Background: an optimization exercise with open tools, aiming at small area. Do not read the settings as production practice. Function was checked by simulation only, so behaviour that the tests miss may differ from the original.

==> fjord: inputs <==
// hqos_sched_top
module hqos_sched_top (
    input  wire        clk_i,
    input  wire        rst_i,
    input  wire        wb_cyc_i,
    input  wire [21:0] wb_adr_i,
    input  wire        wb_we_i,
    input  wire [31:0] wb_dat_i,
    output wire        wb_ack_o,
    output wire [31:0] wb_dat_o,
    output reg  [6:0]  pop_queue_id_base_o,
    output wire        pop_set_base_queue_id_o,
    input  wire        pop_set_base_ready_i,
    input  wire [6:0]  pop_queue_id_i,
    input  wire        id_valid_i,
    output wire        pop_o,
    input  wire [31:0] pop_addr_i,
    input  wire [10:0] pop_len_i,
    input  wire        valid_i,
    output wire        valid_packet_o,
    output wire [6:0]  queue_id_scheduler_o,
    output reg  [31:0] addr_packet_scheduler_o,
    output reg  [10:0] length_packet_scheduler_o,
    input  wire        ack_from_tx_handler_i
);
Settings: LEC_CHECK=0, CAP_MARGIN=20, CORE_MARGIN=2, CORE_UTILIZATION=66, CTS_CLUSTER_DIAMETER=100, CTS_CLUSTER_SIZE=24, PLACE_DENSITY=0.75, SLEW_MARGIN=20; clock period 10.0 ns.
run.sh (not shown) runs the stock make flow with config.mk's settings and CLKGATE_MAP_FILE= SYNTH_SCRIPT=/design/flow/synth_recipe.tcl, a recipe that flattens the netlist after the stock synthesis.
==> harbor: changes against fjord <==
--- a/flow/design.v
+++ b/flow/design.v
@@ -1,44 +1,42 @@
 module rate_limiter #(
     parameter N    = 16,
     parameter IW   = 4,
-    parameter LATE = 0,      
     parameter DEFER = 1      
 )(
     input  wire          clk_i,
     input  wire          rst_i,
     input  wire [IW-1:0] id_in,      
     input  wire          ld,         
     input  wire [IW-1:0] id_r,       
     output wire [17:0]   ts_o,       
     output wire [14:0]   bk_o,       
     output wire [17:0]   rate_o,     
-    input  wire [17:0]   sum,        
-    input  wire          dec,        
-    input  wire          take,       
-    input  wire [10:0]   plen,
+    output wire [14:0]   bm_o,       
+    output wire [14:0]   bm_p,       
+    input  wire          bk_we,      
+    input  wire          ts_we,      
+    input  wire [14:0]   bk_wd,
     input  wire [17:0]   now,        
-    output wire          ok,
     input  wire          cyc,
     input  wire          we,
     input  wire [17:0]   d1_dat,     
     input  wire          d1_ao,      
     input  wire          d1_inr,     
     input  wire [IW-1:0] d1_idx,
     input  wire          d2_ao,      
     input  wire          d2_inr,
     input  wire [IW-1:0] d2_idx,
     input  wire          d3_ao,      
     input  wire          d3_inr,
     input  wire [IW-1:0] d3_idx,
     output reg           ack,
     output wire [17:0]   dat
 );
-    localparam MTU = 1600;
     reg [15*N-1:0] bk;
     reg [18*N-1:0] ts;
     reg [18*N-1:0] rt;
     reg [N-1:0]    vb, vr;
     wire [N-1:0] oh_r = {{(N-1){1'b0}}, 1'b1} << id_r;
     reg  [14:0]  bk_acc;
     reg  [17:0]  ts_acc;
     integer i;
@@ -106,43 +104,30 @@
                 if (ld) rate_r <= rt_rd;
                 if (!ld && (ws == 2'd2 || ws == 2'd3))
                     wbr <= (rsel ? d1_inr : d2_inr) ? rt_rd : 18'd0;
                 if (ws == 2'd3) rd_ao <= d2_ao;
             end
             assign dat = (rdack && !rd_ao) ? wbr : {3'd0, (!rdack && wbm2) ? bm_old : bm};
         end
     endgenerate
-    wire [14:0] bm_d = (LATE && wbm1) ? bm_old : bm;
-    wire        wrap, over;
-    rc_lt #(.W(18)) u_wrap (.a(sum), .b({3'd0, bk_o}), .y(wrap));
-    rc_lt #(.W(18)) u_over (.a({3'd0, bm_d}), .b(sum), .y(over));
-    wire        full = wrap || over;
-    wire        grant = full || (sum >= MTU);
-    wire [14:0] nbk  = full ? bm_d : sum[14:0];
-    reg         ok_r;
-    assign ok = LATE ? grant : ok_r;
-    wire [14:0] bk_take;
-    rc_sub #(.W(15)) u_take (.a(bk_o), .b({4'd0, plen}), .y(bk_take));
-    wire [14:0] wbk  = dec ? nbk : bk_take;
-    always @(posedge clk_i) begin
-        if (dec) ok_r <= grant;
-    end
+    assign bm_o = bm;
+    assign bm_p = wbm1 ? bm_old : bm;
     genvar g;
     generate
         for (g = 0; g < N; g = g + 1) begin : g_e
             always @(posedge clk_i) begin
-                if ((dec || take) && id_r == g) bk[g*15 +: 15] <= wbk;
-                if (dec && id_r == g) ts[g*18 +: 18] <= now;
+                if (bk_we && id_r == g) bk[g*15 +: 15] <= bk_wd;
+                if (ts_we && id_r == g) ts[g*18 +: 18] <= now;
                 if (wrt && d1_idx == g) rt[g*18 +: 18] <= d1_dat;
                 if (rst_i) begin
                     vb[g] <= 1'b0;
                     vr[g] <= 1'b0;
                 end else begin
-                    if (dec && id_r == g) vb[g] <= 1'b1;
+                    if (ts_we && id_r == g) vb[g] <= 1'b1;
                     if (wrt && d1_idx == g) vr[g] <= 1'b1;
                 end
             end
         end
     endgenerate
 endmodule
 module rc_lt #(parameter W = 8) (
     input  wire [W-1:0] a,
@@ -168,16 +153,31 @@
     always @(*) begin
         c[0] = 1'b1;
         for (i = 0; i < W; i = i + 1) begin
             y[i]   = a[i] ^ ~b[i] ^ c[i];
             c[i+1] = (a[i] & ~b[i]) | (a[i] & c[i]) | (~b[i] & c[i]);
         end
     end
 endmodule
+module rl_decide (
+    input  wire [17:0] sum,
+    input  wire [14:0] bk,
+    input  wire [14:0] bm,
+    output wire        grant,
+    output wire [14:0] nbk
+);
+    localparam MTU = 1600;
+    wire wrap, over;
+    rc_lt #(.W(18)) u_wrap (.a(sum), .b({3'd0, bk}), .y(wrap));
+    rc_lt #(.W(18)) u_over (.a({3'd0, bm}), .b(sum), .y(over));
+    wire full = wrap || over;
+    assign grant = full || (sum >= MTU);
+    assign nbk   = full ? bm : sum[14:0];
+endmodule
 module mac18 (input wire [17:0] a, input wire [17:0] b, input wire [14:0] c, output wire [17:0] p);
     wire one0 = b[0] ^ 1'b0;
     wire two0 = (b[1] & ~b[0] & ~1'b0) | (~b[1] & b[0] & 1'b0);
     wire neg0 = b[1] & ~(b[0] & 1'b0);
     wire t1 = ((one0 & a[0]) | (two0 & 1'b0)) ^ neg0;
     wire t2 = ((one0 & a[1]) | (two0 & a[0])) ^ neg0;
     wire t3 = ((one0 & a[2]) | (two0 & a[1])) ^ neg0;
     wire t4 = ((one0 & a[3]) | (two0 & a[2])) ^ neg0;
@@ -585,18 +585,18 @@
                S_C3 = 3'd4, S_C4 = 3'd5, S_WPD = 3'd6, S_TX = 3'd7;
     reg [2:0] st;
     reg [6:0] id_r;
     reg [17:0] lt_r;
     wire ok1, ok2, ok3;
     wire ok = ok1 && ok2 && ok3;
     wire ld   = (st == S_WQM) && id_valid_i;
     wire take = (st == S_WPD) && valid_i;
-    wire dec  = (st == S_C3);      
-    wire decl = (st == S_C4);      
+    wire c3   = (st == S_C3);      
+    wire c4   = (st == S_C4);      
     assign pop_set_base_queue_id_o = (st == S_IDLE) || (st == S_TX && ack_from_tx_handler_i);
     assign pop_o = (st == S_WPD) || (st == S_C4 && ok);
     assign valid_packet_o = (st == S_TX);
     assign queue_id_scheduler_o = id_r;
     wire [6:0] next_id = !ok3 ? {id_r[6:5] + 2'd1, 5'd0} :
                          !ok2 ? {id_r[6:4] + 3'd1, 4'd0} :
                                 {id_r[6:3] + 4'd1, 3'd0};
     always @(posedge clk_i) begin
@@ -621,17 +621,16 @@
         if (ld) id_r <= pop_queue_id_i;
         if (st == S_WQM) lt_r <= lt;
         if (take) begin
             addr_packet_scheduler_o <= pop_addr_i;
             length_packet_scheduler_o <= pop_len_i;
         end
     end
     wire [17:0] ts1, ts2, ts3, rate1, rate2, rate3;
-    wire [14:0] bk1, bk2, bk3;
     reg  [17:0] ts_s, rate_s;
     reg  [14:0] bk_s;
     always @(*) begin
         case (st)
             S_C1:    begin ts_s = ts1; rate_s = rate1; bk_s = bk1; end
             S_C2:    begin ts_s = ts2; rate_s = rate2; bk_s = bk2; end
             default: begin ts_s = ts3; rate_s = rate3; bk_s = bk3; end
         endcase
@@ -639,16 +638,42 @@
     wire [17:0] diff = lt_r - ts_s;
     wire [17:0] sum;           
     mac18 u_mac (.a(diff), .b(rate_s), .c(bk_s), .p(sum));
     reg  [17:0] s_a, s_b;
     always @(posedge clk_i) begin
         s_b <= sum;
         s_a <= s_b;
     end
+    wire [14:0] bk1, bk2, bk3;
+    wire [14:0] bm1, bm2, bm3, bm3p;
+    wire        g_ac, g_b;
+    wire [14:0] nbk_ac, nbk_b;
+    rl_decide u_dec_ac (.sum(c4 ? s_b : s_a), .bk(c4 ? bk3 : bk1), .bm(c4 ? bm3p : bm1),
+                        .grant(g_ac), .nbk(nbk_ac));
+    rl_decide u_dec_b  (.sum(s_b), .bk(bk2), .bm(bm2), .grant(g_b), .nbk(nbk_b));
+    reg ok1_r, ok2_r;
+    always @(posedge clk_i) begin
+        if (c3) begin
+            ok1_r <= g_ac;
+            ok2_r <= g_b;
+        end
+    end
+    assign ok1 = ok1_r;
+    assign ok2 = ok2_r;
+    assign ok3 = g_ac;
+    reg take1, take2;
+    always @(posedge clk_i) begin
+        take1 <= take;
+        take2 <= take1;
+    end
+    wire [14:0] bk_tk = (st == S_WPD) ? bk1 : take1 ? bk2 : bk3;
+    wire [10:0] len_tk = (st == S_WPD) ? pop_len_i : length_packet_scheduler_o;
+    wire [14:0] bk_sub;
+    rc_sub #(.W(15)) u_take (.a(bk_tk), .b({4'd0, len_tk}), .y(bk_sub));
     wire [2:0] outer = wb_adr_i[21:19];
     wire ovf = |wb_dat_i[31:15];
     wire ao  = &wb_adr_i[16:0];
     reg [17:0] d1_dat;
     reg        d1_ao, d2_ao, d3_ao;
     reg        d1_z, d2_z, d3_z;
     reg [3:0]  d1_idx, d2_idx, d3_idx;
     always @(posedge clk_i) begin
@@ -662,39 +687,39 @@
     end
     wire ack1, ack2, ack3;
     wire [17:0] dat1, dat2, dat3;
     assign wb_ack_o = (outer == 3'd1) ? ack1 : (outer == 3'd2) ? ack2 : (outer == 3'd3) ? ack3 : 1'b0;
     assign wb_dat_o = {14'd0, outer[1] ? (outer[0] ? dat3 : dat2) : dat1};
     rate_limiter #(.N(16), .IW(4), .DEFER(0)) rl_cust (
         .clk_i(clk_i), .rst_i(rst_i),
         .id_in(pop_queue_id_i[6:3]), .ld(ld), .id_r(id_r[6:3]),
-        .ts_o(ts1), .bk_o(bk1), .rate_o(rate1), .sum(s_a), .dec(dec), .take(take),
-        .plen(pop_len_i), .now(lt_r), .ok(ok1),
+        .ts_o(ts1), .bk_o(bk1), .rate_o(rate1), .bm_o(bm1), .bm_p(),
+        .bk_we(c3 || take), .ts_we(c3), .bk_wd(c3 ? nbk_ac : bk_sub), .now(lt_r),
         .cyc(wb_cyc_i && outer == 3'd1), .we(wb_we_i),
         .d1_dat(d1_dat), .d1_ao(d1_ao), .d1_inr(d1_z), .d1_idx(d1_idx),
         .d2_ao(d2_ao), .d2_inr(d2_z), .d2_idx(d2_idx),
         .d3_ao(d3_ao), .d3_inr(d3_z), .d3_idx(d3_idx),
         .ack(ack1), .dat(dat1)
     );
     rate_limiter #(.N(8), .IW(3)) rl_olt (
         .clk_i(clk_i), .rst_i(rst_i),
         .id_in(pop_queue_id_i[6:4]), .ld(ld), .id_r(id_r[6:4]),
-        .ts_o(ts2), .bk_o(bk2), .rate_o(rate2), .sum(s_b), .dec(dec), .take(take),
-        .plen(pop_len_i), .now(lt_r), .ok(ok2),
+        .ts_o(ts2), .bk_o(bk2), .rate_o(rate2), .bm_o(bm2), .bm_p(),
+        .bk_we(c3 || take1), .ts_we(c3), .bk_wd(c3 ? nbk_b : bk_sub), .now(lt_r),
         .cyc(wb_cyc_i && outer == 3'd2), .we(wb_we_i),
         .d1_dat(d1_dat), .d1_ao(d1_ao), .d1_inr(d1_z && !d1_idx[3]), .d1_idx(d1_idx[2:0]),
         .d2_ao(d2_ao), .d2_inr(d2_z && !d2_idx[3]), .d2_idx(d2_idx[2:0]),
         .d3_ao(d3_ao), .d3_inr(d3_z && !d3_idx[3]), .d3_idx(d3_idx[2:0]),
         .ack(ack2), .dat(dat2)
     );
-    rate_limiter #(.N(4), .IW(2), .LATE(1)) rl_bng (
+    rate_limiter #(.N(4), .IW(2)) rl_bng (
         .clk_i(clk_i), .rst_i(rst_i),
         .id_in(pop_queue_id_i[6:5]), .ld(ld), .id_r(id_r[6:5]),
-        .ts_o(ts3), .bk_o(bk3), .rate_o(rate3), .sum(s_b), .dec(decl), .take(take),
-        .plen(pop_len_i), .now(lt_r), .ok(ok3),
+        .ts_o(ts3), .bk_o(bk3), .rate_o(rate3), .bm_o(bm3), .bm_p(bm3p),
+        .bk_we(c4 || take2), .ts_we(c4), .bk_wd(c4 ? nbk_ac : bk_sub), .now(lt_r),
         .cyc(wb_cyc_i && outer == 3'd3), .we(wb_we_i),
         .d1_dat(d1_dat), .d1_ao(d1_ao), .d1_inr(d1_z && d1_idx[3:2] == 2'd0), .d1_idx(d1_idx[1:0]),
         .d2_ao(d2_ao), .d2_inr(d2_z && d2_idx[3:2] == 2'd0), .d2_idx(d2_idx[1:0]),
         .d3_ao(d3_ao), .d3_inr(d3_z && d3_idx[3:2] == 2'd0), .d3_idx(d3_idx[1:0]),
         .ack(ack3), .dat(dat3)
     );
 endmodule
==> flow/flow/run.sh (new file) <==
#!/bin/bash
# The standard layout, with three changes:
#  - synthesis maps logic with ORFS's own ABC script minus its final
#    buffer/upsize/downsize steps (flow/abc_speed.script): the layout's own
#    repair sizes and buffers the cells that need it, with placement known;
#  - ports are buffered with the smallest buffer (buf_1) instead of the
#    default choice; repair_design still upsizes where a port needs it;
#  - clock tree: larger sink clusters (24 sinks, 100 um) and no dummy loads.
set -euo pipefail
export BUFFER_PORTS_ARGS="-buffer_cell sky130_fd_sc_hd__buf_1"
export CTS_ARGS="-sink_clustering_enable -repair_clock_nets -dont_use_dummy_load -sink_clustering_size 24 -sink_clustering_max_diameter 100"
rm -rf scripts_abc
cp -r "$FLOW_HOME/scripts" scripts_abc
cp flow/abc_speed.script scripts_abc/abc_speed.script
bash standard.sh SCRIPTS_DIR="$PWD/scripts_abc" finish > standard.log 2>&1
==> flow/flow/abc_speed.script (new file) <==
&get -n
&st
&dch
&nf
&st
&syn2
&if -g -K 6
&synch2
&nf
&st
&syn2
&if -g -K 6
&synch2
&nf
&st
&syn2
&if -g -K 6
&synch2
&nf
&st
&syn2
&if -g -K 6
&synch2
&nf
&st
&syn2
&if -g -K 6
&synch2
&nf
&put
==> flow/standard.sh (new file) <==
#!/bin/bash
# synth_recipe.tcl (not shown) runs the flow's synth.tcl, then flattens the netlist and writes it again
# the make line also repeats each setting of config.mk as NAME=value (left out here)
make -C /OpenROAD-flow-scripts/flow DESIGN_CONFIG=/design/flow/config.mk WORK_HOME=/design/flow/orfs CLKGATE_MAP_FILE= SYNTH_SCRIPT=/design/flow/synth_recipe.tcl "${@:-finish}"
- CTS_CLUSTER_DIAMETER: 100 -> unset
- CTS_CLUSTER_SIZE: 24 -> unset
removed: flow/run.sh
==> impl_metrics.py <==
metrics = {
    "run_status": {
        "status": "finished with violations",
        "violations": "setup timing",
    },
    "floorplanning": {
        "die_x_um": 339,
    },
    "placed_design": {
        "gp_congestion": 0.948,
    },
    "timing": {
        "setup_violations": 1,
        "worst_slack_ns": -0.0587,
    },
    "critical_path": {
        "arrival_ns": 10.59,
    },
    "layout": {
        "final_net_count": 5915,
    },
}
Source of the figures above: harbor

==> impl_metrics.py <==
metrics = {
    "timing": {
        "setup_violations": 0,
        "worst_slack_ns": 0.323,
        "worst_pin_slew_ns": 1.21,
    },
    "critical_path": {
        "path_common_cell": "xnor2_1",
    },
    "floorplanning": {
        "die_x_um": 343,
    },
    "logic_synthesis": {
        "synth_top_family_by_area": "compound AO/OA/AOI/OAI gates",
    },
    "run_status": {
        "status": "timing/DRC/antenna clean",
    },
    "layout": {
        "final_net_count": 5878,
    },
}
Source of the figures above: fjord

-- afterwards: timing with drivers on the ports --
Ports are ideal in the flow. The routed layouts listed here were re-timed in OpenROAD. Step 1 sets driving cells, clkbuf_16 on the clock port and buf_2 on the other inputs (assumed; they add their load-dependent delay and slew). Step 2 adds t to the input delays and takes it off the output delays; t is the mean of the earliest and latest rising clock arrival at the registers after step 1. Input paths then give back, and output paths get back, about the clock's delay inside the block. a / b / c = no drivers / after step 1 / after step 2; a / b = the first two.
run	shift t [ns]	setup slack, ns	cell pins on the clock port's net
fjord	0.787	0.323 / 0.323 / 0.323	1
harbor	0.767	-0.059 / -0.059 / -0.059	1
